What follows belongs to an exercise in optimizing a design on an open flow for small area, a short achievable clock period and few clock cycles; a production flow would make more cautious choices.
Function was checked by simulation only, so behaviour that the tests miss may differ from the original.
Power is estimated from default activity; no workload was simulated.

`flow/config.mk`:
```
export PLATFORM = sky130hd
export DESIGN_NAME = gpu
export DESIGN_NICKNAME = gpu
export VERILOG_FILES = /design/flow/design.v
export SDC_FILE = /design/flow/constraint.sdc
export NUM_CORES = 8
export LEC_CHECK = 0
export CAP_MARGIN = 20
export CORE_MARGIN = 2
export CORE_UTILIZATION = 40
export SLEW_MARGIN = 20
```
`flow/constraint.sdc`:
```
create_clock -name core_clock -period 14.0 [get_ports {clk}]
set_input_delay 2.8000 -clock core_clock [delete_from_list [all_inputs] [get_ports {clk}]]
set_output_delay 2.8000 -clock core_clock [all_outputs]
set_load 0.01 [all_outputs]
```
`flow/design.v`:
```
`default_nettype none
`timescale 1ns/1ns
module dcr (
    input wire clk,
    input wire reset,
    input wire device_control_write_enable,
    input wire [7:0] device_control_data,
    output reg [7:0] thread_count
);
    always @(posedge clk) begin
        if (reset) begin
            thread_count <= 8'b0;
        end else if (device_control_write_enable) begin
            thread_count <= device_control_data;
        end
    end
endmodule
`default_nettype none
`timescale 1ns/1ns
`default_nettype none
`timescale 1ns/1ns
`default_nettype none
`timescale 1ns/1ns
module alu #(
    parameter DIV_STEPS = 2
) (
    input  wire       clk,
    input  wire       div_first,    
    input  wire [7:0] a,
    input  wire [7:0] b,
    output wire [7:0] sum,
    output wire [7:0] diff,
    output wire [7:0] prod,
    output wire [2:0] nzp,          
    output wire [7:0] quot          
);
    assign sum  = a + b;
    assign diff = a - b;
    assign prod = a * b;
    assign nzp  = {a > b, a == b, a < b};
    reg [7:0] r_q, q_q;
    reg [7:0] r_n, q_n;
    reg [8:0] t;
    integer k;
    always @(*) begin
        r_n = div_first ? 8'd0 : r_q;
        q_n = div_first ? a : q_q;
        for (k = 0; k < DIV_STEPS; k = k + 1) begin
            t = {r_n, q_n[7]};
            if (t >= {1'b0, b}) begin
                r_n = t[7:0] - b;
                q_n = {q_n[6:0], 1'b1};
            end else begin
                r_n = t[7:0];
                q_n = {q_n[6:0], 1'b0};
            end
        end
    end
    assign quot = q_n;
    always @(posedge clk) begin
        r_q <= r_n;
        q_q <= q_n;
    end
endmodule
`default_nettype none
`timescale 1ns/1ns
module lsu (
    input  wire       clk,
    input  wire       reset,
    input  wire       issue_read,
    input  wire       issue_write,
    input  wire [7:0] addr,
    input  wire [7:0] wdata,
    output reg        mem_read_valid,
    output reg  [7:0] mem_read_address,
    input  wire       mem_read_ready,
    input  wire [7:0] mem_read_data,
    output reg        mem_write_valid,
    output reg  [7:0] mem_write_address,
    output reg  [7:0] mem_write_data,
    input  wire       mem_write_ready,
    output reg  [7:0] read_data
);
    always @(posedge clk) begin
        if (reset) begin
            mem_read_valid  <= 1'b0;
            mem_write_valid <= 1'b0;
        end else begin
            if (issue_read) begin
                mem_read_valid   <= 1'b1;
                mem_read_address <= addr;
            end else if (mem_read_ready) begin
                mem_read_valid <= 1'b0;
            end
            if (issue_write) begin
                mem_write_valid   <= 1'b1;
                mem_write_address <= addr;
                mem_write_data    <= wdata;
            end else if (mem_write_ready) begin
                mem_write_valid <= 1'b0;
            end
        end
        if (mem_read_valid && mem_read_ready) read_data <= mem_read_data;
    end
endmodule
`default_nettype none
`timescale 1ns/1ns
`default_nettype none
`timescale 1ns/1ns
module registers #(
    parameter THREAD_ID = 0
) (
    input  wire       clk,
    input  wire       clear,
    input  wire       we,
    input  wire [3:0] wa,
    input  wire [7:0] wd,
    input  wire [7:0] block_id,
    input  wire [3:0] ra1,
    input  wire [3:0] ra2,
    output wire [7:0] rd1,
    output wire [7:0] rd2
);
    reg [12:0][7:0] r;
    localparam [7:0] TID = THREAD_ID;
    wire [15:0][7:0] view = {TID, 8'd4, block_id, r};
    assign rd1 = view[ra1];
    assign rd2 = view[ra2];
    genvar i;
    generate
        for (i = 0; i < 13; i = i + 1) begin : regs
            always @(posedge clk) begin
                if (clear || (we && wa == i)) r[i] <= clear ? 8'd0 : wd;
            end
        end
    endgenerate
endmodule
`default_nettype none
`timescale 1ns/1ns
module simt_stack (
    input  wire       clk,
    input  wire       clear,
    input  wire       push,
    input  wire       pop,
    input  wire [7:0] push_pc,
    input  wire [3:0] push_mask,
    output wire [7:0] tos_pc,
    output wire [3:0] tos_mask,
    output wire       empty,
    output wire       full
);
    reg [1:0] sp;
    reg [7:0] pc0, pc1;
    reg [3:0] m0, m1;
    assign empty    = (sp == 2'd0);
    assign full     = sp[1];
    assign tos_pc   = sp[1] ? pc1 : pc0;
    assign tos_mask = sp[1] ? m1 : m0;
    always @(posedge clk) begin
        if (clear) begin
            sp <= 2'd0;
        end else if (push) begin
            if (sp[0]) begin pc1 <= push_pc; m1 <= push_mask; end
            else       begin pc0 <= push_pc; m0 <= push_mask; end
            sp <= sp + 2'd1;
        end else if (pop) begin
            sp <= sp - 2'd1;
        end
    end
endmodule
`default_nettype none
`timescale 1ns/1ns
module shared_memory (
    input  wire       clk,
    input  wire       clear,
    input  wire       we,
    input  wire [7:0] addr,
    input  wire [7:0] wd,
    output wire [7:0] rd
);
    reg [255:0][7:0] m;
    assign rd = m[addr];
    genvar i;
    generate
        for (i = 0; i < 256; i = i + 1) begin : bytes
            always @(posedge clk) begin
                if (clear || (we && addr == i)) m[i] <= clear ? 8'd0 : wd;
            end
        end
    endgenerate
endmodule
`default_nettype none
`timescale 1ns/1ns
module icache #(
    parameter CL = 7,
    parameter PD = 2,
    parameter NOREPLACE = 1
) (
    input  wire        clk,
    input  wire        reset,
    input  wire        enable,        
    input  wire [7:0]  fpc,           
    output wire        hit,
    output wire [15:0] word,
    output reg         pm_valid,
    output reg  [7:0]  pm_addr,
    input  wire        pm_ready,
    input  wire [15:0] pm_data
);
    localparam C = 1 << CL;
    reg [C-1:0][15:0]   data;
    reg [C-1:0][7-CL:0] tag;
    reg [C-1:0]         valid;
    reg [15:0] fb_data;
    reg [7:0]  fb_addr;
    reg        fb_v;
    reg        fb_new;
    reg [7:0]  pf;
    wire [CL-1:0] idx = fpc[CL-1:0];
    wire hit_c = valid[idx] && (tag[idx] == fpc[7:CL]);
    wire hit_b = fb_v && (fb_addr == fpc);
    assign hit  = hit_c || hit_b;
    assign word = hit_b ? fb_data : data[idx];
    wire inflight = pm_valid && (pm_addr == fpc);
    wire demand   = enable && !hit && !inflight;
    wire [CL-1:0] pidx = pf[CL-1:0];
    wire pf_have = (valid[pidx] && (tag[pidx] == pf[7:CL])) || (fb_v && (fb_addr == pf)) ||
                   (pm_valid && (pm_addr == pf));
    wire [7:0] pdist = pf - fpc;
    wire pf_in  = (pdist != 8'd0) && (pdist <= PD);
    wire pf_rst = (pdist == 8'd0) || (pdist > 8'd16);
    wire free   = !pm_valid || pm_ready;
    always @(posedge clk) begin
        if (reset) begin
            pm_valid <= 1'b0;
            valid    <= '0;
            fb_v     <= 1'b0;
            fb_new   <= 1'b0;
            pf       <= 8'd1;
        end else begin
            if (fb_new && !(NOREPLACE && valid[fb_addr[CL-1:0]])) begin
                data[fb_addr[CL-1:0]]  <= fb_data;
                tag[fb_addr[CL-1:0]]   <= fb_addr[7:CL];
                valid[fb_addr[CL-1:0]] <= 1'b1;
            end
            fb_new <= 1'b0;
            if (pm_valid && pm_ready) begin
                fb_data <= pm_data;
                fb_addr <= pm_addr;
                fb_v    <= 1'b1;
                fb_new  <= 1'b1;
            end
            if (free && demand) begin
                pm_valid <= 1'b1;
                pm_addr  <= fpc;
                pf       <= fpc + 8'd1;
            end else if (enable && pf_rst) begin
                if (free) pm_valid <= 1'b0;
                pf <= fpc + 8'd1;
            end else if (enable && pf_in && !pf_have) begin
                if (free) begin
                    pm_valid <= 1'b1;
                    pm_addr  <= pf;
                    pf       <= pf + 8'd1;
                end
            end else begin
                if (free) pm_valid <= 1'b0;
                if (enable && pf_in && pf_have) pf <= pf + 8'd1;
            end
        end
    end
endmodule
`default_nettype none
`timescale 1ns/1ns
`default_nettype none
`timescale 1ns/1ns
module decoder (
    input  wire [15:0] instruction,
    output wire        is_br,
    output wire        is_cmp,
    output wire        is_div,
    output wire        is_ldr,
    output wire        is_str,
    output wire        is_jmp,
    output wire        is_reconv,
    output wire        is_lds,
    output wire        is_sts,
    output wire        is_ret,
    output wire        reg_write,    
    output wire [2:0]  res_sel       
);
    wire [3:0] op = instruction[15:12];
    assign is_br     = (op == 4'b0001);
    assign is_cmp    = (op == 4'b0010);
    assign is_div    = (op == 4'b0110);
    assign is_ldr    = (op == 4'b0111);
    assign is_str    = (op == 4'b1000);
    assign is_jmp    = (op == 4'b1010);
    assign is_reconv = (op == 4'b1011);
    assign is_lds    = (op == 4'b1100);
    assign is_sts    = (op == 4'b1101);
    assign is_ret    = (op == 4'b1111);
    wire writes = (op == 4'b0011) || (op == 4'b0100) || (op == 4'b0101) || (op == 4'b0110) ||
                  (op == 4'b0111) || (op == 4'b1001) || (op == 4'b1100);
    assign reg_write = writes && (instruction[11:8] < 4'd13);
    assign res_sel = (op == 4'b0011) ? 3'd0 :
                     (op == 4'b0100) ? 3'd1 :
                     (op == 4'b0101) ? 3'd2 :
                     (op == 4'b0110) ? 3'd3 :
                     (op == 4'b0111) ? 3'd4 :
                     (op == 4'b1001) ? 3'd5 : 3'd6;
endmodule
`default_nettype none
`timescale 1ns/1ns
`default_nettype none
`timescale 1ns/1ns
module core #(
    parameter CACHE_LINES_LOG2 = 6,
    parameter DIV_STEPS = 2
) (
    input  wire        clk,
    input  wire        reset,
    input  wire        start,
    input  wire [7:0]  thread_count,
    output reg         done,
    output wire        pm_valid,
    output wire [7:0]  pm_addr,
    input  wire        pm_ready,
    input  wire [15:0] pm_data,
    output wire [3:0]  rd_valid,
    output wire [31:0] rd_addr,
    input  wire [3:0]  rd_ready,
    input  wire [31:0] rd_data,
    output wire [3:0]  wr_valid,
    output wire [31:0] wr_addr,
    output wire [31:0] wr_data,
    input  wire [3:0]  wr_ready
);
    localparam DIV_CYCLES = 8 / DIV_STEPS;
    reg rst;
    always @(posedge clk) rst <= reset;
    reg        launched;    
    reg        running;     
    reg        finishing;   
    reg [7:0]  bid;         
    reg [3:0]  present;     
    reg [3:0]  mask;        
    reg [3:0][2:0] nzp;
    reg [7:0]  fpc;
    reg        d_valid;
    reg [15:0] d_ir;
    reg [7:0]  d_pc;
    reg        e_valid;
    reg [7:0]  e_pc;
    reg [7:0]  e_next;      
    reg [3:0]  e_rd;
    reg [7:0]  e_imm;
    reg        e_br, e_cmp, e_div, e_ldr, e_str, e_jmp, e_reconv, e_lds, e_sts, e_ret, e_wen;
    reg [2:0]  e_sel;
    reg [3:0][7:0] e_a;
    reg [3:0][7:0] e_b;
    reg        e_busy;      
    reg [2:0]  e_cnt;       
    reg        e_first;     
    reg        e_fwa, e_fwb;    
    reg [3:0]  w_we;            
    reg [3:0]  w_rd;
    reg [3:0][7:0] w_res;
    reg        clr;             
    reg [7:0]  t0_rs, t0_rt;    
    wire        f_hit;
    wire [15:0] f_word;
    icache #(.CL(CACHE_LINES_LOG2), .PD(2)) icache_instance (
        .clk(clk),
        .reset(rst),
        .enable(running),
        .fpc(fpc),
        .hit(f_hit),
        .word(f_word),
        .pm_valid(pm_valid),
        .pm_addr(pm_addr),
        .pm_ready(pm_ready),
        .pm_data(pm_data)
    );
    wire d_br, d_cmp, d_div, d_ldr, d_str, d_jmp, d_reconv, d_lds, d_sts, d_ret, d_wen;
    wire [2:0] d_sel;
    decoder decoder_instance (
        .instruction(d_ir),
        .is_br(d_br), .is_cmp(d_cmp), .is_div(d_div), .is_ldr(d_ldr), .is_str(d_str),
        .is_jmp(d_jmp), .is_reconv(d_reconv), .is_lds(d_lds), .is_sts(d_sts), .is_ret(d_ret),
        .reg_write(d_wen), .res_sel(d_sel)
    );
    wire [3:0] d_rs = d_ir[7:4];
    wire [3:0] d_rt = d_ir[3:0];
    reg [3:0][7:0] a, b;        
    integer l;
    always @(*) begin
        for (l = 0; l < 4; l = l + 1) begin
            a[l] = (e_fwa && w_we[l]) ? w_res[l] : e_a[l];
            b[l] = (e_fwb && w_we[l]) ? w_res[l] : e_b[l];
        end
    end
    wire [3:0] live = mask & present;
    wire [1:0] h = live[3] ? 2'd3 : live[2] ? 2'd2 : live[1] ? 2'd1 : 2'd0;
    wire [7:0] pc1 = e_pc + 8'd1;
    wire [3:0][7:0] sum, diff, prod, quot, ldv;
    wire [3:0][2:0] cmp;
    wire [7:0] smem_rd;
    reg  [3:0][7:0] res;
    wire s_empty, s_full;
    wire [7:0] tos_pc;
    wire [3:0] tos_mask;
    wire wr_busy = |wr_valid;
    wire rd_wait = |(rd_valid & ~rd_ready);
    reg e_stall;
    always @(*) begin
        e_stall = 1'b0;
        if (e_ldr)      e_stall = !e_busy || rd_wait;
        else if (e_str) e_stall = wr_busy;
        else if (e_div) e_stall = (e_cnt != 3'(DIV_CYCLES - 1));
    end
    wire e_fire = e_valid && !e_stall;
    wire issue_rd = e_valid && e_ldr && !e_busy && !wr_busy;
    wire issue_wr = e_fire && e_str;
    reg [3:0] cond;
    integer t;
    always @(*) begin
        for (t = 0; t < 4; t = t + 1) cond[t] = |(nzp[t] & e_rd[3:1]);
    end
    wire brt = (e_imm != pc1);
    wire [3:0] taken = live & cond & {4{brt}};
    wire [3:0] ntaken = live & ~(cond & {4{brt}});
    wire divergent = (|taken) && (|ntaken);
    reg [7:0] npc;
    reg       s_push, s_pop, blk_end, set_mask;
    reg [3:0] new_mask;
    always @(*) begin
        npc = pc1;
        s_push = 1'b0;
        s_pop = 1'b0;
        blk_end = 1'b0;
        set_mask = 1'b0;
        new_mask = 4'hF;
        if (e_br) begin
            if (divergent && !s_full) begin
                s_push = 1'b1;
                npc = e_imm;
                set_mask = 1'b1;
                new_mask = taken;
            end else if (cond[h]) begin
                npc = e_imm;
            end
        end else if (e_jmp) begin
            npc = a[h];
        end else if (e_reconv || e_ret) begin
            if (!s_empty) begin
                s_pop = 1'b1;
                npc = tos_pc;
                set_mask = 1'b1;
                new_mask = tos_mask;
            end else if (e_ret) begin
                blk_end = 1'b1;
            end else begin
                set_mask = 1'b1;
                new_mask = 4'hF;
            end
        end
    end
    wire redirect = e_fire && (blk_end || (npc != e_next));
    wire       launch = start && !launched && (thread_count != 8'd0);
    wire [7:0] bid1   = bid + 8'd1;
    reg  [3:0] p0, pn;          
    always @(*) begin
        for (t = 0; t < 4; t = t + 1) begin
            p0[t] = (8'(t) < thread_count);
            pn[t] = ({bid1, 2'b00} + 10'(t)) < {2'b00, thread_count};
        end
    end
    wire next_blk  = e_fire && blk_end && pn[0];
    wire blk_start = launch || next_blk;
    simt_stack stack_instance (
        .clk(clk),
        .clear(clr),
        .push(e_fire && s_push),
        .pop(e_fire && s_pop),
        .push_pc(pc1),
        .push_mask(ntaken),
        .tos_pc(tos_pc),
        .tos_mask(tos_mask),
        .empty(s_empty),
        .full(s_full)
    );
    wire [7:0] sm_addr = live[0] ? a[0] : t0_rs;
    wire [7:0] sm_wd   = live[0] ? b[0] : t0_rt;
    shared_memory shared_memory_instance (
        .clk(clk),
        .clear(clr),
        .we(e_fire && e_sts),
        .addr(sm_addr),
        .wd(sm_wd),
        .rd(smem_rd)
    );
    wire d_adv = running && d_valid && (!e_valid || e_fire) && !redirect;
    wire f_adv = running && f_hit && (!d_valid || d_adv) && !redirect && !d_redirect;
    wire [3:0] live_next = (e_valid && e_reconv && s_empty) ? present : live;
    wire e_writes_rs = e_valid && e_wen && (e_rd == d_rs);
    wire e_slow = (e_sel == 3'd2) || (e_sel == 3'd3) || (e_sel == 3'd6);
    wire early_rd = d_adv && d_ldr && !wr_busy && !(e_valid && e_str) && !(e_writes_rs && e_slow);
    wire [1:0] hn = live_next[3] ? 2'd3 : live_next[2] ? 2'd2 : live_next[1] ? 2'd1 : 2'd0;
    wire [7:0] d_pc1 = d_pc + 8'd1;
    reg  [3:0] d_cond;
    reg  [3:0][7:0] d_av;       
    always @(*) begin
        for (t = 0; t < 4; t = t + 1) begin
            d_cond[t] = |(((e_valid && e_cmp && live[t]) ? cmp[t] : nzp[t]) & d_ir[11:9]);
        end
    end
    wire d_brt = (d_ir[7:0] != d_pc1);
    wire [3:0] d_taken  = live_next & d_cond & {4{d_brt}};
    wire [3:0] d_ntaken = live_next & ~(d_cond & {4{d_brt}});
    wire d_div_br = (|d_taken) && (|d_ntaken) && !s_full;
    reg       d_pred;           
    reg [7:0] d_npc;
    always @(*) begin
        d_pred = 1'b0;
        d_npc  = d_ir[7:0];
        if (d_br) begin
            d_pred = d_div_br || (d_cond[hn] && d_brt);
        end else if (d_jmp) begin
            if (e_writes_rs) begin
                d_npc  = e_imm;
                d_pred = (e_sel == 3'd5) && live[hn];
            end else begin
                d_npc  = d_av[hn];
                d_pred = 1'b1;
            end
        end else if (d_reconv || d_ret) begin
            d_npc  = tos_pc;
            d_pred = !s_empty;
        end
    end
    wire d_redirect = d_adv && d_pred && (d_npc != d_pc1);
    genvar i;
    generate
        for (i = 0; i < 4; i = i + 1) begin : lanes
            wire [7:0] rf1, rf2;
            registers #(.THREAD_ID(i)) register_instance (
                .clk(clk),
                .clear(clr),
                .we(w_we[i]),
                .wa(w_rd),
                .wd(w_res[i]),
                .block_id(bid),
                .ra1(d_rs),
                .ra2(d_rt),
                .rd1(rf1),
                .rd2(rf2)
            );
            alu #(.DIV_STEPS(DIV_STEPS)) alu_instance (
                .clk(clk),
                .div_first(e_first),
                .a(a[i]),
                .b(b[i]),
                .sum(sum[i]),
                .diff(diff[i]),
                .prod(prod[i]),
                .nzp(cmp[i]),
                .quot(quot[i])
            );
            wire [7:0] d_a = (e_writes_rs && live[i]) ? res[i] : d_av[i];
            lsu lsu_instance (
                .clk(clk),
                .reset(rst),
                .issue_read((issue_rd && live[i]) || (early_rd && live_next[i])),
                .issue_write(issue_wr && live[i]),
                .addr(early_rd ? d_a : a[i]),
                .wdata(b[i]),
                .mem_read_valid(rd_valid[i]),
                .mem_read_address(rd_addr[i*8 +: 8]),
                .mem_read_ready(rd_ready[i]),
                .mem_read_data(rd_data[i*8 +: 8]),
                .mem_write_valid(wr_valid[i]),
                .mem_write_address(wr_addr[i*8 +: 8]),
                .mem_write_data(wr_data[i*8 +: 8]),
                .mem_write_ready(wr_ready[i]),
                .read_data(ldv[i])
            );
            always @(*) begin
                case (e_sel)
                    3'd0: res[i] = sum[i];
                    3'd1: res[i] = diff[i];
                    3'd2: res[i] = prod[i];
                    3'd3: res[i] = quot[i];
                    3'd4: res[i] = rd_valid[i] ? rd_data[i*8 +: 8] : ldv[i];
                    3'd5: res[i] = e_imm;
                    default: res[i] = smem_rd;
                endcase
            end
            wire bw1 = w_we[i] && (w_rd == d_rs);
            wire bw2 = w_we[i] && (w_rd == d_rt);
            always @(*) d_av[i] = bw1 ? w_res[i] : rf1;
            always @(posedge clk) begin
                if (d_adv) begin
                    e_a[i] <= bw1 ? w_res[i] : rf1;
                    e_b[i] <= bw2 ? w_res[i] : rf2;
                end else begin
                    e_a[i] <= a[i];
                    e_b[i] <= b[i];
                end
                if (clr) nzp[i] <= 3'b000;
                else if (e_fire && e_cmp && live[i]) nzp[i] <= cmp[i];
                w_res[i] <= res[i];
            end
        end
    endgenerate
    always @(posedge clk) begin
        if (rst) begin
            launched  <= 1'b0;
            running   <= 1'b0;
            finishing <= 1'b0;
            done      <= 1'b0;
            d_valid   <= 1'b0;
            e_valid   <= 1'b0;
            e_busy    <= 1'b0;
            e_cnt     <= 3'd0;
            fpc       <= 8'd0;
            bid       <= 8'd0;
            present   <= 4'd0;
            mask      <= 4'hF;
            w_we      <= 4'd0;
            clr       <= 1'b0;
            e_fwa     <= 1'b0;
            e_fwb     <= 1'b0;
            e_first   <= 1'b0;
        end else begin
            e_first <= d_adv;
            clr  <= blk_start;
            w_we <= (e_fire && e_wen) ? live : 4'd0;
            w_rd <= e_rd;
            e_fwa <= d_adv && e_valid && e_wen && (e_rd == d_rs);
            e_fwb <= d_adv && e_valid && e_wen && (e_rd == d_rt);
            if (launch) launched <= 1'b1;
            if (finishing && !wr_busy) done <= 1'b1;
            if (issue_rd) e_busy <= 1'b1;
            if (e_valid && e_div && !e_fire) e_cnt <= e_cnt + 3'd1;
            if (e_fire) begin
                e_busy <= 1'b0;
                e_cnt  <= 3'd0;
                if (set_mask) mask <= new_mask;
                if (live[0]) begin
                    t0_rs <= e_a[0];
                    t0_rt <= e_b[0];
                end
            end
            if (d_adv) begin
                e_busy   <= early_rd;
                e_valid  <= 1'b1;
                e_pc     <= d_pc;
                e_next   <= d_redirect ? d_npc : d_pc1;
                e_rd     <= d_ir[11:8];
                e_imm    <= d_ir[7:0];
                e_br     <= d_br;
                e_cmp    <= d_cmp;
                e_div    <= d_div;
                e_ldr    <= d_ldr;
                e_str    <= d_str;
                e_jmp    <= d_jmp;
                e_reconv <= d_reconv;
                e_lds    <= d_lds;
                e_sts    <= d_sts;
                e_ret    <= d_ret;
                e_wen    <= d_wen;
                e_sel    <= d_sel;
            end else if (e_fire) begin
                e_valid <= 1'b0;
            end
            if (f_adv) begin
                d_valid <= 1'b1;
                d_ir    <= f_word;
                d_pc    <= fpc;
                fpc     <= fpc + 8'd1;
            end else if (d_adv || redirect) begin
                d_valid <= 1'b0;
            end
            if (d_redirect) fpc <= d_npc;
            if (redirect) begin
                fpc     <= npc;
                e_valid <= 1'b0;
            end
            if (e_fire && blk_end && !pn[0]) begin
                running   <= 1'b0;
                finishing <= 1'b1;
            end
            if (blk_start) begin
                running <= 1'b1;
                bid     <= launch ? 8'd0 : bid1;
                present <= launch ? p0 : pn;
                mask    <= 4'hF;
                fpc     <= 8'd0;
                d_valid <= 1'b0;
                e_valid <= 1'b0;
                t0_rs   <= 8'd0;
                t0_rt   <= 8'd0;
            end
        end
    end
endmodule
`default_nettype none
`timescale 1ns/1ns
module gpu #(
    parameter DATA_MEM_ADDR_BITS = 8,
    parameter DATA_MEM_DATA_BITS = 8,
    parameter DATA_MEM_NUM_CHANNELS = 4,
    parameter PROGRAM_MEM_ADDR_BITS = 8,
    parameter PROGRAM_MEM_DATA_BITS = 16,
    parameter PROGRAM_MEM_NUM_CHANNELS = 1,
    parameter NUM_CORES = 2,
    parameter THREADS_PER_BLOCK = 4
) (
    input wire clk,
    input wire reset,
    input wire start,
    output wire done,
    input wire device_control_write_enable,
    input wire [7:0] device_control_data,  
    output wire [PROGRAM_MEM_NUM_CHANNELS-1:0] program_mem_read_valid,
    output wire [PROGRAM_MEM_NUM_CHANNELS*PROGRAM_MEM_ADDR_BITS-1:0] program_mem_read_address,
    input wire [PROGRAM_MEM_NUM_CHANNELS-1:0] program_mem_read_ready,
    input wire [PROGRAM_MEM_NUM_CHANNELS*PROGRAM_MEM_DATA_BITS-1:0] program_mem_read_data,
    output wire [DATA_MEM_NUM_CHANNELS-1:0] data_mem_read_valid,
    output wire [DATA_MEM_NUM_CHANNELS*DATA_MEM_ADDR_BITS-1:0] data_mem_read_address,
    input wire [DATA_MEM_NUM_CHANNELS-1:0] data_mem_read_ready,
    input wire [DATA_MEM_NUM_CHANNELS*DATA_MEM_DATA_BITS-1:0] data_mem_read_data,
    output wire [DATA_MEM_NUM_CHANNELS-1:0] data_mem_write_valid,
    output wire [DATA_MEM_NUM_CHANNELS*DATA_MEM_ADDR_BITS-1:0] data_mem_write_address,
    output wire [DATA_MEM_NUM_CHANNELS*DATA_MEM_DATA_BITS-1:0] data_mem_write_data,
    input wire [DATA_MEM_NUM_CHANNELS-1:0] data_mem_write_ready
);
    wire [7:0] thread_count;
    dcr dcr_instance (
        .clk(clk),
        .reset(reset),
        .device_control_write_enable(device_control_write_enable),
        .device_control_data(device_control_data),
        .thread_count(thread_count)
    );
    core core_instance (
        .clk(clk),
        .reset(reset),
        .start(start),
        .thread_count(thread_count),
        .done(done),
        .pm_valid(program_mem_read_valid[0]),
        .pm_addr(program_mem_read_address[7:0]),
        .pm_ready(program_mem_read_ready[0]),
        .pm_data(program_mem_read_data[15:0]),
        .rd_valid(data_mem_read_valid),
        .rd_addr(data_mem_read_address),
        .rd_ready(data_mem_read_ready),
        .rd_data(data_mem_read_data),
        .wr_valid(data_mem_write_valid),
        .wr_addr(data_mem_write_address),
        .wr_data(data_mem_write_data),
        .wr_ready(data_mem_write_ready)
    );
endmodule
```
`flow/flow/run.sh`:
```
#!/bin/bash
set -euo pipefail
bash standard.sh synth > synth.log 2>&1
bash standard.sh SETUP_SLACK_MARGIN=9.5 finish > layout.log 2>&1
```
`flow/standard.sh`:
```
#!/bin/bash
# synth_recipe.tcl (not shown) runs the flow's synth.tcl, then flattens the netlist and writes it again
# the make line also repeats each setting of config.mk as NAME=value (left out here)
make -C /OpenROAD-flow-scripts/flow DESIGN_CONFIG=/design/flow/config.mk WORK_HOME=/design/flow/orfs CLKGATE_MAP_FILE= SYNTH_SCRIPT=/design/flow/synth_recipe.tcl "${@:-finish}"
```
==> out/results.md, run 1 <==
• 15.42 µm² — Syn Area/Cell
• sky130_fd_sc_hd__edfxtp_1 — ys flop type
• 4193 — synthesis-stage register bit count
• sky130_fd_sc_hd__edfxtp_1 — most area-hungry cell type in the Yosys netlist
• 1.06 ns — latest clock arrival within the worst-skew pair
• 9 — drt first pass iters
• 39.15% — Final period util
• sky130_fd_sc_hd__clkbuf_16 — Clk Tree Root Cell
• sky130_fd_sc_hd__edfxtp_1 — most numerous cell in the Yosys netlist
• 0 — maxcap violations
• 120300 — vias in the first global route
• sky130_fd_sc_hd__edfxtp_1, sky130_fd_sc_hd__mux2_2, sky130_fd_sc_hd__clkbuf_1, sky130_fd_sc_hd__mux4_2, sky130_fd_sc_hd__nor2_1 — most numerous cell types in the synthesized netlist
• 0.07 ns — clock transition at the registers of the reported paths
• 255 — cell row count
• 0 — overall overflow remaining after global route
• 182.4 MHz — timing-limited maximum frequency
• 0.2323 mm² — Final Cell Area
• 11 — number of warning messages in the yosys log
• 32.47 µm — per-cell routed wire length
• 1.261 ns — measured slew at the worst slew-check pin
• 125400 — overall via count from detail_route
• 111.6 µV — Peak VDD IR
• 25.40% — global-route total usage across every layer
• 18500 — DP Cell Count
• 0 — post-route DRC violation count
• 5 — level count of the clock H-tree
• 14.78 ns — data required time at the worst endpoint
• 20.47% — area delta synth->final
• 0.2025 mm² — cell area reported after detailed placement
• 369.0 mm — detailed placement HPWL
• 0 — number of failing setup endpoints in the final timing report
• no timing/DRC/antenna violations — status
• 40.09% — initial core utilization
• 130.7 mW/mm² — total power divided by cell area
• 649.5 mm — Total Routed Length
• 0.4878 mm² — area of the die
• 12510 — Synth Instances
• 0 — final-report max-slew violation count
• 0.1152 ns — largest clock skew in the final design
• 15.06% — worst-case headroom to the max-slew limit
• 26 — antenna violations before repair
• 440 — number of buffers created by CTS
• 0 — count of antenna-violating nets left after detailed routing
• built — clock tree from TritonCTS
• 13550 — Post-layout nets
• 85 — number of distinct library cells after synthesis
• flop — CP Launch Type
• 4 — CTS Buffer Depth
• 183 — Top-Level Pins
• 3885 — number of enable flip-flop cells after synthesis
• 0 — final number of hold-violating endpoints
• 6.268 — routed vias/inst
• sky130_fd_sc_hd__edfxtp_1, sky130_fd_sc_hd__mux4_2, sky130_fd_sc_hd__mux2_2 — leading post-synthesis cells by cell area
• 12860 — number of nets produced by synthesis
• 184 — largest net degree at the start of global routing
• 698.4 µm — die width
• 17560 — number of DRC violations after detailed-routing iteration 0
• 6.26 ns — Data arrival, critical path
• true — setup repair after global routing missed its margin
• 63.68% — proportion of synthesized chip area in sequential cells
• 5.481 ns — time the final worst path needs with I/O delays and setup
• 20000 — number of standard cells in the layout, taps in and fillers out
• reg -> reg — worst min-delay path class
• 77.35 nW — cell leakage power
• 182 — input/output buffers
• 908.5 mm — first-pass GRT wire length
• 698.4 µm — Die Y
• 0.4811 mm² — core region area
• 35.52% — fraction of final layout cells with drive strength greater than 1
• 60.49% — share of the synthesized area in the top cell type
• reg -> reg — critical path class
• 40590 — Layout fillers
• 0.9499 — global placer's final weighted congestion
• 0% — share of flip-flops with an asynchronous set or reset
• 0.1929 mm² — Post-Syn Area
• flop — Setup crit end kind
• 4193 — clock sink count
• 5 — maximum fanout count along the critical path
[critical path, cell delays in order (launching register included)]
cell	delay [ns]
sky130_fd_sc_hd__dfxtp_4	0.36
sky130_fd_sc_hd__buf_12	0.13
sky130_fd_sc_hd__buf_12	0.13
sky130_fd_sc_hd__buf_12	0.13
sky130_fd_sc_hd__buf_16	0.13
sky130_fd_sc_hd__buf_4	0.14
sky130_fd_sc_hd__and3_4	0.16
sky130_fd_sc_hd__a21oi_4	0.12
sky130_fd_sc_hd__buf_6	0.16
sky130_fd_sc_hd__inv_4	0.05
sky130_fd_sc_hd__ha_4	0.16
sky130_fd_sc_hd__fa_1	0.44
sky130_fd_sc_hd__ha_1	0.30
sky130_fd_sc_hd__fa_1	0.49
sky130_fd_sc_hd__fa_1	0.54
sky130_fd_sc_hd__ha_4	0.22
sky130_fd_sc_hd__xnor2_1	0.12
sky130_fd_sc_hd__a222oi_1	0.85
sky130_fd_sc_hd__o211ai_1	0.24
sky130_fd_sc_hd__mux2i_1	0.19
sky130_fd_sc_hd__a31oi_1	0.14
[cell type report]
cell class / instances / area, µm² / share of cell area (%)
clock inverters: 261 / 2268 / 0.9763
diodes: 14 / 35.03 / 0.01508
inverters: 248 / 998.5 / 0.4297
repair buffers: 1225 / 13700 / 5.896
clock buffers: 547 / 11570 / 4.978
flip-flops and latches: 4193 / 122900 / 52.91
multi-input cells: 7090 / 72820 / 31.34
well taps: 6425 / 8039 / 3.460
[routing by layer]
| layer | global-route usage, % | vias up | share of wire (%) |
|---|---|---|---|
| li1 | - | 51820 | - |
| met2 | 38.56 | 7305 | 45 |
| met3 | 5.069 | 1449 | 10 |
| met1 | 35.44 | 64790 | 40 |
| met5 | 0 | - | 0.0099 |
| met4 | 11.19 | 12 | 5.3 |
[sequential cells by signal, indices dropped and copies added (netlist names), 64 cells and up]
| name | flops |
|---|---|
| core_instance.icache_instance.tag | 128 |
| core_instance.shared_memory_instance.m | 2048 |
| core_instance.icache_instance.valid | 64 |
| core_instance.icache_instance.data | 1024 |
| core_instance.lanes.register_instance.r | 416 |
[worst paths after layout]
check / start / endpoint / slack (ns) / cells after the start
max: core_instance.e_fwa$_SDFF_PP0_ / flop / 8.52 / 20
min: core_instance.lanes[3].alu_instance.q_q[5]$_DFF_P_ / core_instance.lanes[3].alu_instance.q_q[7]$_DFF_P_ / 0.47 / 2
max reg2reg: core_instance.e_fwa$_SDFF_PP0_ / flop / 8.52 / 20
min reg2reg: core_instance.lanes[3].alu_instance.q_q[5]$_DFF_P_ / core_instance.lanes[3].alu_instance.q_q[7]$_DFF_P_ / 0.47 / 2
[cell usage in the layout, fill, tap and decap left out, types with 73 or more instances in the layout]
| cell type | netlist | final |
|---|---|---|
| sky130_fd_sc_hd__xnor2_1 | 165 | 156 |
| sky130_fd_sc_hd__nand2_1 | 400 | 365 |
| sky130_fd_sc_hd__a22o_1 | 462 | 456 |
| sky130_fd_sc_hd__a221oi_1 | 472 | 303 |
| sky130_fd_sc_hd__a221oi_2 | 0 | 136 |
| sky130_fd_sc_hd__o22ai_1 | 296 | 257 |
| sky130_fd_sc_hd__nor2_1 | 529 | 457 |
| sky130_fd_sc_hd__nor2b_1 | 87 | 81 |
| sky130_fd_sc_hd__a21o_4 | 0 | 181 |
| sky130_fd_sc_hd__clkinv_2 | 0 | 86 |
| sky130_fd_sc_hd__inv_1 | 241 | 191 |
| sky130_fd_sc_hd__nand3_1 | 83 | 73 |
| sky130_fd_sc_hd__buf_12 | 0 | 104 |
| sky130_fd_sc_hd__mux2i_1 | 339 | 293 |
| sky130_fd_sc_hd__ha_1 | 214 | 154 |
| sky130_fd_sc_hd__a22oi_1 | 141 | 137 |
| sky130_fd_sc_hd__buf_6 | 2 | 167 |
| sky130_fd_sc_hd__buf_4 | 10 | 651 |
| sky130_fd_sc_hd__a21o_2 | 0 | 73 |
| sky130_fd_sc_hd__buf_2 | 65 | 75 |
| sky130_fd_sc_hd__a21oi_1 | 403 | 351 |
| sky130_fd_sc_hd__o21ai_0 | 319 | 192 |
| sky130_fd_sc_hd__mux4_2 | 630 | 630 |
| sky130_fd_sc_hd__clkbuf_1 | 734 | 95 |
| sky130_fd_sc_hd__clkinv_1 | 4 | 107 |
| sky130_fd_sc_hd__clkbuf_16 | 0 | 462 |
| sky130_fd_sc_hd__dfxtp_1 | 308 | 267 |
| sky130_fd_sc_hd__mux2_2 | 1256 | 1234 |
| sky130_fd_sc_hd__a21o_1 | 358 | 104 |
| sky130_fd_sc_hd__edfxtp_1 | 3885 | 3885 |
| sky130_fd_sc_hd__xor2_1 | 85 | 85 |
[repair_timing]
item | CTS | global route
setup buffers | 440 | 144
hold endpoints to repair | 0 | 0
resized for setup | 2075 | 444
endpoints found under the setup margin | 3793 | 2680
gates cloned | 72 | 26
hold buffers | 0 | 0
pin swaps | 260 | 223
[metrics by stage]
stage / utilization [%] / worst slack, ns / TNS [ns] / hold slack (ns) / total power [W]
2_1_floorplan: - / -5.647 / -6505.87 / 0.4064 / 0.01710
3_3_place_gp: 42.09 / 6.074 / 0 / 0.4462 / 0.01825
3_5_place_dp: 42.10 / 6.373 / 0 / 0.4553 / 0.01827
4_1_cts: 47.48 / 8.765 / 0 / 0.4654 / 0.03018
5_1_grt: 48.29 / 8.471 / 0 / 0.4869 / 0.03115
6_report: 48.29 / 8.519 / 0 / 0.4689 / 0.03038
[logic make-up (layout without fill, tap and decap cells)]
group | Yosys count | after routing | share of synthesized area, %
compound gates | 2835 | 2836 | 10.60
xor+xnor | 252 | 252 | 1.155
fa+ha+maj | 279 | 279 | 2.063
buf+inv | 1243 | 2281 | 2.488
flops | 4193 | 4193 | 63.68
mux | 2226 | 2226 | 16.46
other cells | 0 | 14 | 0
simple gates | 1482 | 1497 | 3.552
[power by group]
group / leakage, nW / internal [W] / total, W / switching, W
combinational: 32.7 / 0.00141 / 0.00380 / 0.00239
sequential: 37.8 / 0.0147 / 0.0151 / 0.000427
clock: 6.77 / 0.00637 / 0.0115 / 0.00511
Testbench counts, summed over its fixed seeds: cycles 28,465.
==> run 2: changes to the inputs <==
--- a/flow/design.v
+++ b/flow/design.v
@@ -23,9 +23,11 @@
 `timescale 1ns/1ns
-module alu #(
-    parameter DIV_STEPS = 2
-) (
+module alu (
     input  wire       clk,
-    input  wire       div_first,    
+    input  wire [1:0] div_cycle,    
     input  wire [7:0] a,
     input  wire [7:0] b,
+    input  wire [7:0] da,           
+    input  wire [7:0] db,
+    input  wire [9:0] b3,           
+    input  wire [8:0] zf,           
     output wire [7:0] sum,
@@ -40,24 +42,40 @@
     assign nzp  = {a > b, a == b, a < b};
-    reg [7:0] r_q, q_q;
-    reg [7:0] r_n, q_n;
-    reg [8:0] t;
-    integer k;
+    wire [9:0] b2 = {1'b0, db, 1'b0};
+    reg [5:0] r_q;         
+    reg [7:0] q_q;         
+    reg [1:0] t1, r1, d1;
+    reg [3:0] t2, r2;
+    reg [1:0] d2;
     always @(*) begin
-        r_n = div_first ? 8'd0 : r_q;
-        q_n = div_first ? a : q_q;
-        for (k = 0; k < DIV_STEPS; k = k + 1) begin
-            t = {r_n, q_n[7]};
-            if (t >= {1'b0, b}) begin
-                r_n = t[7:0] - b;
-                q_n = {q_n[6:0], 1'b1};
-            end else begin
-                r_n = t[7:0];
-                q_n = {q_n[6:0], 1'b0};
-            end
-        end
+        t1 = da[7:6];
+        if (zf[2] && t1 >= b3[1:0])      begin r1 = t1 - b3[1:0];  d1 = 2'd3; end
+        else if (zf[1] && t1 >= b2[1:0]) begin r1 = t1 - b2[1:0];  d1 = 2'd2; end
+        else if (zf[0] && t1 >= db[1:0]) begin r1 = t1 - db[1:0];  d1 = 2'd1; end
+        else                             begin r1 = t1;            d1 = 2'd0; end
+        t2 = {r1, da[5:4]};
+        if (zf[5] && t2 >= b3[3:0])      begin r2 = t2 - b3[3:0];  d2 = 2'd3; end
+        else if (zf[4] && t2 >= b2[3:0]) begin r2 = t2 - b2[3:0];  d2 = 2'd2; end
+        else if (zf[3] && t2 >= db[3:0]) begin r2 = t2 - db[3:0];  d2 = 2'd1; end
+        else                             begin r2 = t2;            d2 = 2'd0; end
     end
-    assign quot = q_n;
+    reg [5:0] t3, r3;
+    reg [1:0] d3;
+    always @(*) begin
+        t3 = {r_q[3:0], q_q[7:6]};
+        if (zf[8] && t3 >= b3[5:0])      begin r3 = t3 - b3[5:0];  d3 = 2'd3; end
+        else if (zf[7] && t3 >= b2[5:0]) begin r3 = t3 - b2[5:0];  d3 = 2'd2; end
+        else if (zf[6] && t3 >= db[5:0]) begin r3 = t3 - db[5:0];  d3 = 2'd1; end
+        else                             begin r3 = t3;            d3 = 2'd0; end
+    end
+    wire [9:0] t4 = {2'b00, r_q, q_q[7:6]};
+    wire [1:0] d4 = (t4 >= b3) ? 2'd3 : (t4 >= b2) ? 2'd2 : (t4 >= {2'b00, db}) ? 2'd1 : 2'd0;
+    assign quot = {q_q[5:0], d4};
     always @(posedge clk) begin
-        r_q <= r_n;
-        q_q <= q_n;
+        if (div_cycle == 2'd0) begin
+            r_q <= {2'b00, r2};
+            q_q <= {da[3:0], d1, d2};
+        end else begin
+            r_q <= r3;
+            q_q <= {q_q[5:0], d3};
+        end
     end
@@ -195,4 +213,4 @@
     parameter CL = 7,
-    parameter PD = 2,
-    parameter NOREPLACE = 1
+    parameter N = 64,
+    parameter PD = 2
 ) (
@@ -209,6 +227,5 @@
 );
-    localparam C = 1 << CL;
-    reg [C-1:0][15:0]   data;
-    reg [C-1:0][7-CL:0] tag;
-    reg [C-1:0]         valid;
+    localparam C = N;
+    reg [C-1:0][15:0] data;
+    reg [C-1:0]       valid;
     reg [15:0] fb_data;
@@ -219,3 +236,3 @@
     wire [CL-1:0] idx = fpc[CL-1:0];
-    wire hit_c = valid[idx] && (tag[idx] == fpc[7:CL]);
+    wire hit_c = valid[idx] && (fpc < C);
     wire hit_b = fb_v && (fb_addr == fpc);
@@ -226,3 +243,3 @@
     wire [CL-1:0] pidx = pf[CL-1:0];
-    wire pf_have = (valid[pidx] && (tag[pidx] == pf[7:CL])) || (fb_v && (fb_addr == pf)) ||
+    wire pf_have = (valid[pidx] && (pf < C)) || (fb_v && (fb_addr == pf)) ||
                    (pm_valid && (pm_addr == pf));
@@ -232,2 +249,11 @@
     wire free   = !pm_valid || pm_ready;
+    wire fill = fb_new && (fb_addr < C);
+    genvar g;
+    generate
+        for (g = 0; g < C; g = g + 1) begin : lines
+            always @(posedge clk) begin
+                if (fill && (fb_addr[CL-1:0] == g)) data[g] <= fb_data;
+            end
+        end
+    endgenerate
     always @(posedge clk) begin
@@ -240,7 +266,3 @@
         end else begin
-            if (fb_new && !(NOREPLACE && valid[fb_addr[CL-1:0]])) begin
-                data[fb_addr[CL-1:0]]  <= fb_data;
-                tag[fb_addr[CL-1:0]]   <= fb_addr[7:CL];
-                valid[fb_addr[CL-1:0]] <= 1'b1;
-            end
+            if (fill) valid[fb_addr[CL-1:0]] <= 1'b1;
             fb_new <= 1'b0;
@@ -317,4 +339,3 @@
 module core #(
-    parameter CACHE_LINES_LOG2 = 6,
-    parameter DIV_STEPS = 2
+    parameter ICACHE_WORDS = 96
 ) (
@@ -338,3 +359,2 @@
 );
-    localparam DIV_CYCLES = 8 / DIV_STEPS;
     reg rst;
@@ -355,3 +375,3 @@
     reg [7:0]  e_next;      
-    reg [3:0]  e_rd;
+    reg [3:0]  e_rd, e_rsf, e_rtf;
     reg [7:0]  e_imm;
@@ -362,4 +382,8 @@
     reg        e_busy;      
-    reg [2:0]  e_cnt;       
-    reg        e_first;     
+    reg [1:0]  e_cnt;       
+    reg [3:0][9:0] e_b3;    
+    reg [3:0][8:0] e_zf;    
+    reg [5:0]  e_oh;        
+    reg [3:0][2:0] e_cf;    
+    reg        e_cfok;      
     reg        e_fwa, e_fwb;    
@@ -368,7 +392,16 @@
     reg [3:0][7:0] w_res;
+    reg        pl_valid;        
+    reg        pl_wr;           
+    reg [3:0]  pl_rd;
+    reg [3:0]  pl_we;
     reg        clr;             
     reg [7:0]  t0_rs, t0_rt;    
+    integer t;
+    function automatic [8:0] zflags(input [7:0] x);
+        zflags = {x < 8'd22, x < 8'd32, x < 8'd64, x < 8'd6, x < 8'd8, x < 8'd16,
+                  x < 8'd2, x < 8'd2, x < 8'd4};
+    endfunction
     wire        f_hit;
     wire [15:0] f_word;
-    icache #(.CL(CACHE_LINES_LOG2), .PD(2)) icache_instance (
+    icache #(.CL($clog2(ICACHE_WORDS)), .N(ICACHE_WORDS), .PD(2)) icache_instance (
         .clk(clk),
@@ -395,7 +428,6 @@
     reg [3:0][7:0] a, b;        
-    integer l;
     always @(*) begin
-        for (l = 0; l < 4; l = l + 1) begin
-            a[l] = (e_fwa && w_we[l]) ? w_res[l] : e_a[l];
-            b[l] = (e_fwb && w_we[l]) ? w_res[l] : e_b[l];
+        for (t = 0; t < 4; t = t + 1) begin
+            a[t] = (e_fwa && w_we[t]) ? w_res[t] : e_a[t];
+            b[t] = (e_fwb && w_we[t]) ? w_res[t] : e_b[t];
         end
@@ -409,2 +441,3 @@
     reg  [3:0][7:0] res;
+    reg  [3:0][7:0] ld_res;
     wire s_empty, s_full;
@@ -413,15 +446,20 @@
     wire wr_busy = |wr_valid;
-    wire rd_wait = |(rd_valid & ~rd_ready);
-    reg e_stall;
+    wire sb_hit  = pl_valid && pl_wr &&
+                   ((e_rsf == pl_rd) || (e_rtf == pl_rd) || (e_wen && (e_rd == pl_rd)));
+    wire e_act = e_valid && !sb_hit;
+    wire div_go = e_act && e_div && (e_cnt == 2'd0) && !e_fwa && !e_fwb;
+    reg e_ok;
     always @(*) begin
-        e_stall = 1'b0;
-        if (e_ldr)      e_stall = !e_busy || rd_wait;
-        else if (e_str) e_stall = wr_busy;
-        else if (e_div) e_stall = (e_cnt != 3'(DIV_CYCLES - 1));
-    end
-    wire e_fire = e_valid && !e_stall;
-    wire issue_rd = e_valid && e_ldr && !e_busy && !wr_busy;
+        e_ok = 1'b1;
+        if (e_ldr)      e_ok = e_busy || (!wr_busy && !pl_valid);
+        else if (e_str) e_ok = !wr_busy && !pl_valid;
+        else if (e_div) e_ok = (e_cnt == 2'd2);
+        else if (e_ret) e_ok = !pl_valid;
+    end
+    wire e_fire   = e_act && e_ok;
+    wire e_wb     = e_fire && e_wen && !e_ldr;
+    wire pl_done  = pl_valid && !(|rd_valid) && !e_wb;
+    wire issue_rd = e_act && e_ldr && !e_busy && !wr_busy && !pl_valid;
     wire issue_wr = e_fire && e_str;
     reg [3:0] cond;
-    integer t;
     always @(*) begin
@@ -504,6 +542,10 @@
     wire f_adv = running && f_hit && (!d_valid || d_adv) && !redirect && !d_redirect;
+    wire       nw_valid = pl_done ? pl_wr : e_wb;
+    wire [3:0] nw_rd    = pl_done ? pl_rd : e_rd;
     wire [3:0] live_next = (e_valid && e_reconv && s_empty) ? present : live;
-    wire e_writes_rs = e_valid && e_wen && (e_rd == d_rs);
+    wire d_rs_pend = (pl_valid && pl_wr && (pl_rd == d_rs)) || (e_valid && e_ldr && e_wen && (e_rd == d_rs));
+    wire e_writes_rs = e_valid && e_wen && !e_ldr && (e_rd == d_rs);
     wire e_slow = (e_sel == 3'd2) || (e_sel == 3'd3) || (e_sel == 3'd6);
-    wire early_rd = d_adv && d_ldr && !wr_busy && !(e_valid && e_str) && !(e_writes_rs && e_slow);
+    wire early_rd = d_adv && d_ldr && !wr_busy && !pl_valid && !(e_valid && (e_str || e_ldr)) &&
+                    !d_rs_pend && !(e_writes_rs && e_slow);
     wire [1:0] hn = live_next[3] ? 2'd3 : live_next[2] ? 2'd2 : live_next[1] ? 2'd1 : 2'd0;
@@ -514,3 +556,3 @@
         for (t = 0; t < 4; t = t + 1) begin
-            d_cond[t] = |(((e_valid && e_cmp && live[t]) ? cmp[t] : nzp[t]) & d_ir[11:9]);
+            d_cond[t] = |(((e_valid && e_cmp && live[t]) ? e_cf[t] : nzp[t]) & d_ir[11:9]);
         end
@@ -527,3 +569,3 @@
         if (d_br) begin
-            d_pred = d_div_br || (d_cond[hn] && d_brt);
+            d_pred = (d_div_br || (d_cond[hn] && d_brt)) && !(e_valid && e_cmp && !e_cfok);
         end else if (d_jmp) begin
@@ -534,3 +576,3 @@
                 d_npc  = d_av[hn];
-                d_pred = 1'b1;
+                d_pred = !d_rs_pend;
             end
@@ -558,7 +600,11 @@
             );
-            alu #(.DIV_STEPS(DIV_STEPS)) alu_instance (
+            alu alu_instance (
                 .clk(clk),
-                .div_first(e_first),
+                .div_cycle(e_cnt),
+                .b3(e_b3[i]),
+                .zf(e_zf[i]),
                 .a(a[i]),
                 .b(b[i]),
+                .da(e_a[i]),
+                .db(e_b[i]),
                 .sum(sum[i]),
@@ -569,3 +615,5 @@
             );
-            wire [7:0] d_a = (e_writes_rs && live[i]) ? res[i] : d_av[i];
+            wire [7:0] res_fast = (e_sel == 3'd0) ? sum[i] :
+                                  (e_sel == 3'd1) ? diff[i] : e_imm;
+            wire [7:0] d_a = (e_writes_rs && live[i]) ? res_fast : d_av[i];
             lsu lsu_instance (
@@ -588,11 +636,6 @@
             always @(*) begin
-                case (e_sel)
-                    3'd0: res[i] = sum[i];
-                    3'd1: res[i] = diff[i];
-                    3'd2: res[i] = prod[i];
-                    3'd3: res[i] = quot[i];
-                    3'd4: res[i] = rd_valid[i] ? rd_data[i*8 +: 8] : ldv[i];
-                    3'd5: res[i] = e_imm;
-                    default: res[i] = smem_rd;
-                endcase
+                res[i] = ({8{e_oh[0]}} & sum[i]) | ({8{e_oh[1]}} & diff[i]) |
+                         ({8{e_oh[2]}} & prod[i]) | ({8{e_oh[3]}} & quot[i]) |
+                         ({8{e_oh[4]}} & e_imm) | ({8{e_oh[5]}} & smem_rd);
+                ld_res[i] = ldv[i];
             end
@@ -601,6 +644,10 @@
             always @(*) d_av[i] = bw1 ? w_res[i] : rf1;
+            wire [7:0] d_bv = bw2 ? w_res[i] : rf2;
             always @(posedge clk) begin
                 if (d_adv) begin
-                    e_a[i] <= bw1 ? w_res[i] : rf1;
-                    e_b[i] <= bw2 ? w_res[i] : rf2;
+                    e_cf[i] <= {d_av[i] > d_bv, d_av[i] == d_bv, d_av[i] < d_bv};
+                    e_a[i] <= d_av[i];
+                    e_b[i] <= d_bv;
+                    e_b3[i] <= {2'b00, d_bv} + {1'b0, d_bv, 1'b0};
+                    e_zf[i] <= zflags(d_bv);
                 end else begin
@@ -608,2 +655,4 @@
                     e_b[i] <= b[i];
+                    e_b3[i] <= {2'b00, b[i]} + {1'b0, b[i], 1'b0};
+                    e_zf[i] <= zflags(b[i]);
                 end
@@ -611,3 +660,3 @@
                 else if (e_fire && e_cmp && live[i]) nzp[i] <= cmp[i];
-                w_res[i] <= res[i];
+                w_res[i] <= pl_done ? ld_res[i] : res[i];
             end
@@ -624,3 +673,3 @@
             e_busy    <= 1'b0;
-            e_cnt     <= 3'd0;
+            e_cnt     <= 2'd0;
             fpc       <= 8'd0;
@@ -633,21 +682,32 @@
             e_fwb     <= 1'b0;
-            e_first   <= 1'b0;
+            pl_valid  <= 1'b0;
         end else begin
-            e_first <= d_adv;
             clr  <= blk_start;
-            w_we <= (e_fire && e_wen) ? live : 4'd0;
-            w_rd <= e_rd;
-            e_fwa <= d_adv && e_valid && e_wen && (e_rd == d_rs);
-            e_fwb <= d_adv && e_valid && e_wen && (e_rd == d_rt);
+            w_we <= pl_done ? pl_we : e_wb ? live : 4'd0;
+            w_rd <= nw_rd;
+            if (d_adv) begin
+                e_fwa <= nw_valid && (nw_rd == d_rs);
+                e_fwb <= nw_valid && (nw_rd == d_rt);
+            end else begin
+                e_fwa <= nw_valid && (nw_rd == e_rsf);
+                e_fwb <= nw_valid && (nw_rd == e_rtf);
+            end
             if (launch) launched <= 1'b1;
             if (finishing && !wr_busy) done <= 1'b1;
+            if (pl_done) pl_valid <= 1'b0;
+            if (e_fire && e_ldr) begin
+                pl_valid <= 1'b1;
+                pl_wr    <= e_wen;
+                pl_rd    <= e_rd;
+                pl_we    <= e_wen ? live : 4'd0;
+            end
             if (issue_rd) e_busy <= 1'b1;
-            if (e_valid && e_div && !e_fire) e_cnt <= e_cnt + 3'd1;
+            if (div_go || (e_cnt == 2'd1)) e_cnt <= e_cnt + 2'd1;
             if (e_fire) begin
                 e_busy <= 1'b0;
-                e_cnt  <= 3'd0;
+                e_cnt  <= 2'd0;
                 if (set_mask) mask <= new_mask;
                 if (live[0]) begin
-                    t0_rs <= e_a[0];
-                    t0_rt <= e_b[0];
+                    t0_rs <= a[0];
+                    t0_rt <= b[0];
                 end
@@ -660,2 +720,4 @@
                 e_rd     <= d_ir[11:8];
+                e_rsf    <= d_rs;
+                e_rtf    <= d_rt;
                 e_imm    <= d_ir[7:0];
@@ -673,2 +735,6 @@
                 e_sel    <= d_sel;
+                e_oh     <= {d_sel == 3'd6, d_sel == 3'd5, d_sel == 3'd3, d_sel == 3'd2,
+                             d_sel == 3'd1, d_sel == 3'd0};
+                e_cfok   <= !(e_valid && e_wen && ((e_rd == d_rs) || (e_rd == d_rt))) &&
+                            !(pl_valid && pl_wr && ((pl_rd == d_rs) || (pl_rd == d_rt)));
             end else if (e_fire) begin
==> out/results.md, run 2 <==
• no timing/DRC/antenna violations — status
• 122000 — vias in the first global route
• 13040 — Synth Instances
• built — clock tree from TritonCTS
• 19760 — DP Cell Count
• 0.5202 mm² — core region area
• 0 — final number of hold-violating endpoints
• 0 ns — setup TNS
• 5 — level count of the clock H-tree
• 16.00 µm² — Syn Area/Cell
• 6 — maximum fanout count along the critical path
• sky130_fd_sc_hd__edfxtp_1 — most numerous cell in the Yosys netlist
• sky130_fd_sc_hd__edfxtp_1 — most common library cell in the layout ignoring fill and taps
• 0 — final-report max-slew violation count
• sky130_fd_sc_hd__edfxtp_1, sky130_fd_sc_hd__mux4_2, sky130_fd_sc_hd__nand2_1 — commonest non-fill, non-tap cells in the layout
• 9.34 ns — setup slack of the most critical reg-to-reg path
• 4696 — clock sink count
• 726.0 µm — die width
• 126000 — overall via count from detail_route
• 5.940 — routed vias/inst
• 1.160 ns — measured slew at the worst slew-check pin
• 65.71% — proportion of synthesized chip area in sequential cells
• sky130_fd_sc_hd__clkbuf_16 — Clk Tree Root Cell
• 0.43 ns — delay of the slowest critical-path stage
• flop — Setup crit end kind
• 2048 — flip-flop count of the largest register after layout
• core_instance.w_res[31]$_DFF_P_ — end of the worst register-to-register path
• sky130_fd_sc_hd__edfxtp_1 — ys flop type
• 0.9550 — global placer's final weighted congestion
• 11 — number of warning messages in the yosys log
• 13660 — number of nets produced by synthesis
• adder cells — family with the most delay on the worst path
• 14460 — Post-layout nets
• 23.63% — global-route total usage across every layer
• 182 — input/output buffers
• 4.663 ns — time the final worst path needs with I/O delays and setup
• 85.51 nW — cell leakage power
• 14.90 ns — data required time at the worst endpoint
• 25.37% — fraction of final layout cells with drive strength greater than 1
• 5.56 ns — Data arrival, critical path
• sky130_fd_sc_hd__edfxtp_1, sky130_fd_sc_hd__mux4_2, sky130_fd_sc_hd__dfxtp_1 — leading post-synthesis cells by cell area
• 43930 — Layout fillers
• reg -> reg — critical path class
• 0 — number of failing setup endpoints in the final timing report
• core_instance.e_fwa$_SDFF_PP0_ — FF-to-FF Start
• flop — CP Launch Type
• 61.88% — share of the synthesized area in the top cell type
• 16020 — number of DRC violations after detailed-routing iteration 0
• reg -> reg — worst min-delay path class
• 0 — post-route DRC violation count
• 7 — total buffers and inverters traversed by the critical path
• 122.2 µV — Peak VDD IR
• sky130_fd_sc_hd__edfxtp_1 — most area-hungry cell type in the Yosys netlist
• 94 — number of distinct library cells after synthesis
• 1.07 ns — latest clock arrival within the worst-skew pair
• 485 — number of buffers created by CTS
• 4 — CTS Buffer Depth
• 265 — cell row count
• 909.4 mm — first-pass GRT wire length
• 0.1620 ns — largest clock skew in the final design
• 134.0 mW/mm² — total power divided by cell area
• 382.9 mm — detailed placement HPWL
• sky130_fd_sc_hd__fa_1 — standard cell with the maximum stage delay on the critical path
• 0.07 ns — clock transition at the registers of the reported paths
• core_instance.shared_memory_instance.m — register with the most flip-flops
• 23 — number of cell instances on the worst register-to-register path
• 0 — count of antenna-violating nets left after detailed routing
• 183 — Top-Level Pins
• 726.0 µm — Die Y
• 24 — antenna violations before repair
• 257 — largest net degree at the start of global routing
• sky130_fd_sc_hd__edfxtp_1, sky130_fd_sc_hd__mux4_2, sky130_fd_sc_hd__nand2_1, sky130_fd_sc_hd__nor2_1, sky130_fd_sc_hd__a21oi_1 — most numerous cell types in the synthesized netlist
• 40.09% — initial core utilization
• 33.31% — Final period util
• 0 — maxcap violations
• 4297 — number of enable flip-flop cells after synthesis
• 0 — overall overflow remaining after global route
• 0% — share of flip-flops with an asynchronous set or reset
• 648.2 mm — Total Routed Length
• 1 — count of cells along the worst hold path
• 0.5271 mm² — area of the die
• 0.2085 mm² — Post-Syn Area
• 21220 — number of standard cells in the layout, taps in and fillers out
• true — setup repair after global routing missed its margin
• 17.97% — area delta synth->final
• 0 — hold bufs inserted after CTS
• 214.4 MHz — timing-limited maximum frequency
• 30.55 µm — per-cell routed wire length
• 8 — drt first pass iters
• buf_12, buf_4, nand2_8, mux2i_4, inv_2, ha_4, fa_1, inv_2, fa_1, inv_1, ha_1, inv_1, fa_1, inv_1, ha_4, a21o_1, a21oi_4, xnor2_2, xnor2_2, xnor2_1, xnor2_1, a22oi_1, a31oi_1 — cell chain of the critical path
• 22.60% — worst-case headroom to the max-slew limit
• 4696 — synthesis-stage register bit count
run 2: cell types whose count changed after synthesis, moves of 201 or more:
cell	previous run	this run
sky130_fd_sc_hd__clkbuf_1	734	514
sky130_fd_sc_hd__a21oi_1	403	604
sky130_fd_sc_hd__nand3_1	83	299
sky130_fd_sc_hd__o22ai_1	296	39
sky130_fd_sc_hd__ha_1	214	454
sky130_fd_sc_hd__nor2_1	529	856
sky130_fd_sc_hd__a221oi_1	472	14
sky130_fd_sc_hd__nand2_1	400	1044
sky130_fd_sc_hd__mux2_2	1256	70
sky130_fd_sc_hd__mux4_2	630	1245
sky130_fd_sc_hd__edfxtp_1	3885	4297
sky130_fd_sc_hd__a22o_1	462	5
run 2: stage by stage:
step	total power [W]	cell area [µm²]	setup slack [ns]	hold WS, ns	utilization [%]
after floorplan	0.01868	208800	7.783	0.4064	-
final	0.03297	246000	9.337	0.4565	47.29
after detailed placement	0.01997	220000	6.512	0.4527	42.28
after CTS	0.03296	241900	9.351	0.4590	46.50
after global routing	0.03391	246000	9.143	0.4701	47.28
after global placement	0.01993	219800	6.581	0.4535	42.25
run 2: how the worst max path moves through the flow:
stage | cells after the start | from | end | slack (ns)
after floorplan | 7 | core_instance.mask[0]$_SDFFE_PP1P_ | core_instance.shared_memory_instance.m[0]$_DFFE_PP_ | 7.78
after global placement | 17 | core_instance.w_we[0]$_SDFF_PP0_ | core_instance.w_res[19]$_DFF_P_ | 6.58
after detailed placement | 17 | core_instance.w_we[0]$_SDFF_PP0_ | core_instance.w_res[3]$_DFF_P_ | 6.51
after CTS | 1 | core_instance.icache_instance.pm_addr[7]$_DFFE_PP_ | program_mem_read_address[7] | 9.35
after global routing | 23 | core_instance.e_fwa$_SDFF_PP0_ | core_instance.w_res[31]$_DFF_P_ | 9.14
final | 23 | core_instance.e_fwa$_SDFF_PP0_ | core_instance.w_res[31]$_DFF_P_ | 9.34
run 2: kinds of logic after synthesis:
kind of cell               Yosys count  synth area share (%)
muxes                             1578                 15.09
DFF                               4696                 65.71
buffers and inverters             1180                 2.243
xor gates and xnor gates           356                 1.509
and+or+nand+nor                   2666                 5.552
AOI/OAI and AO/OA                 2010                 6.246
adders and majority gates          551                 3.655
run 2: per-layer routing:
metal,GRT usage (%),share of wire [%],up-vias,wire length [µm]
li1,-,-,52650,-
met4,9.192,4.7,10,30630
met2,36.70,46,6664,295500
met5,0,0.021,-,138
met1,32.96,40,65220,260700
met3,4.616,9.4,1477,61240
run 2: what timing repair did:
action,in CTS,in global routing
pin swaps,102,125
buffers inserted,235,192
cloned,69,32
gates resized for setup,948,350
endpoints found under the setup margin,3059,2120
run 2: report_power, final:
part	switching, W	total [W]	internal [W]
Combinational	0.00237	0.00372	0.00135
Sequential	0.000259	0.0164	0.0162
Clock	0.00558	0.0128	0.00722
run 2: cell type report:
class	instances	area [µm²]	area share (%)
multi-input combinational	7169	70380	28.61
antenna	17	42.54	0.01729
tap	6942	8686	3.531
clock inverter	299	2868	1.166
timing repair buffer	1084	12550	5.101
clock buffer	605	12740	5.179
sequential	4696	137100	55.73
timing repair inverter	2	32.53	0.01322
inverter	401	1612	0.6550
Testbench counts of run 2, summed over its fixed seeds: cycles 24,217.

[re-timing with driven ports]
No port has a modelled driver above. Below, the same layouts with a new extraction and two added sets of constraints. Step 1: set_driving_cell puts a clkbuf_16 on clk and a buf_2 on each other input, an assumption about the parent block. Step 2 adds t to the input delays and takes it off the output delays; t is the mean of the earliest and latest rising clock arrival at the registers after step 1. Input paths then give back, and output paths get back, about the clock's delay inside the block. Slacks: no drivers / after step 1 / after step 2; pairs: no drivers / after step 1.
run | t (ns) | setup slack, ns | worst hold slack (ns) | worst slew at a driven data input, ns | cell pins on the clock port's net
run 1 | 1.114 | 8.519 / 8.519 / 8.475 | 0.469 / 0.469 / 0.469 | 0.12 | 1
run 2 | 1.115 | 9.337 / 9.299 / 8.460 | 0.456 / 0.456 / 0.456 | 0.07 | 1
After both steps setup and hold are still met in every run listed. The setup slack of run 2, which loses most, moves by -0.038 ns with the drivers and by -0.877 ns with both steps.
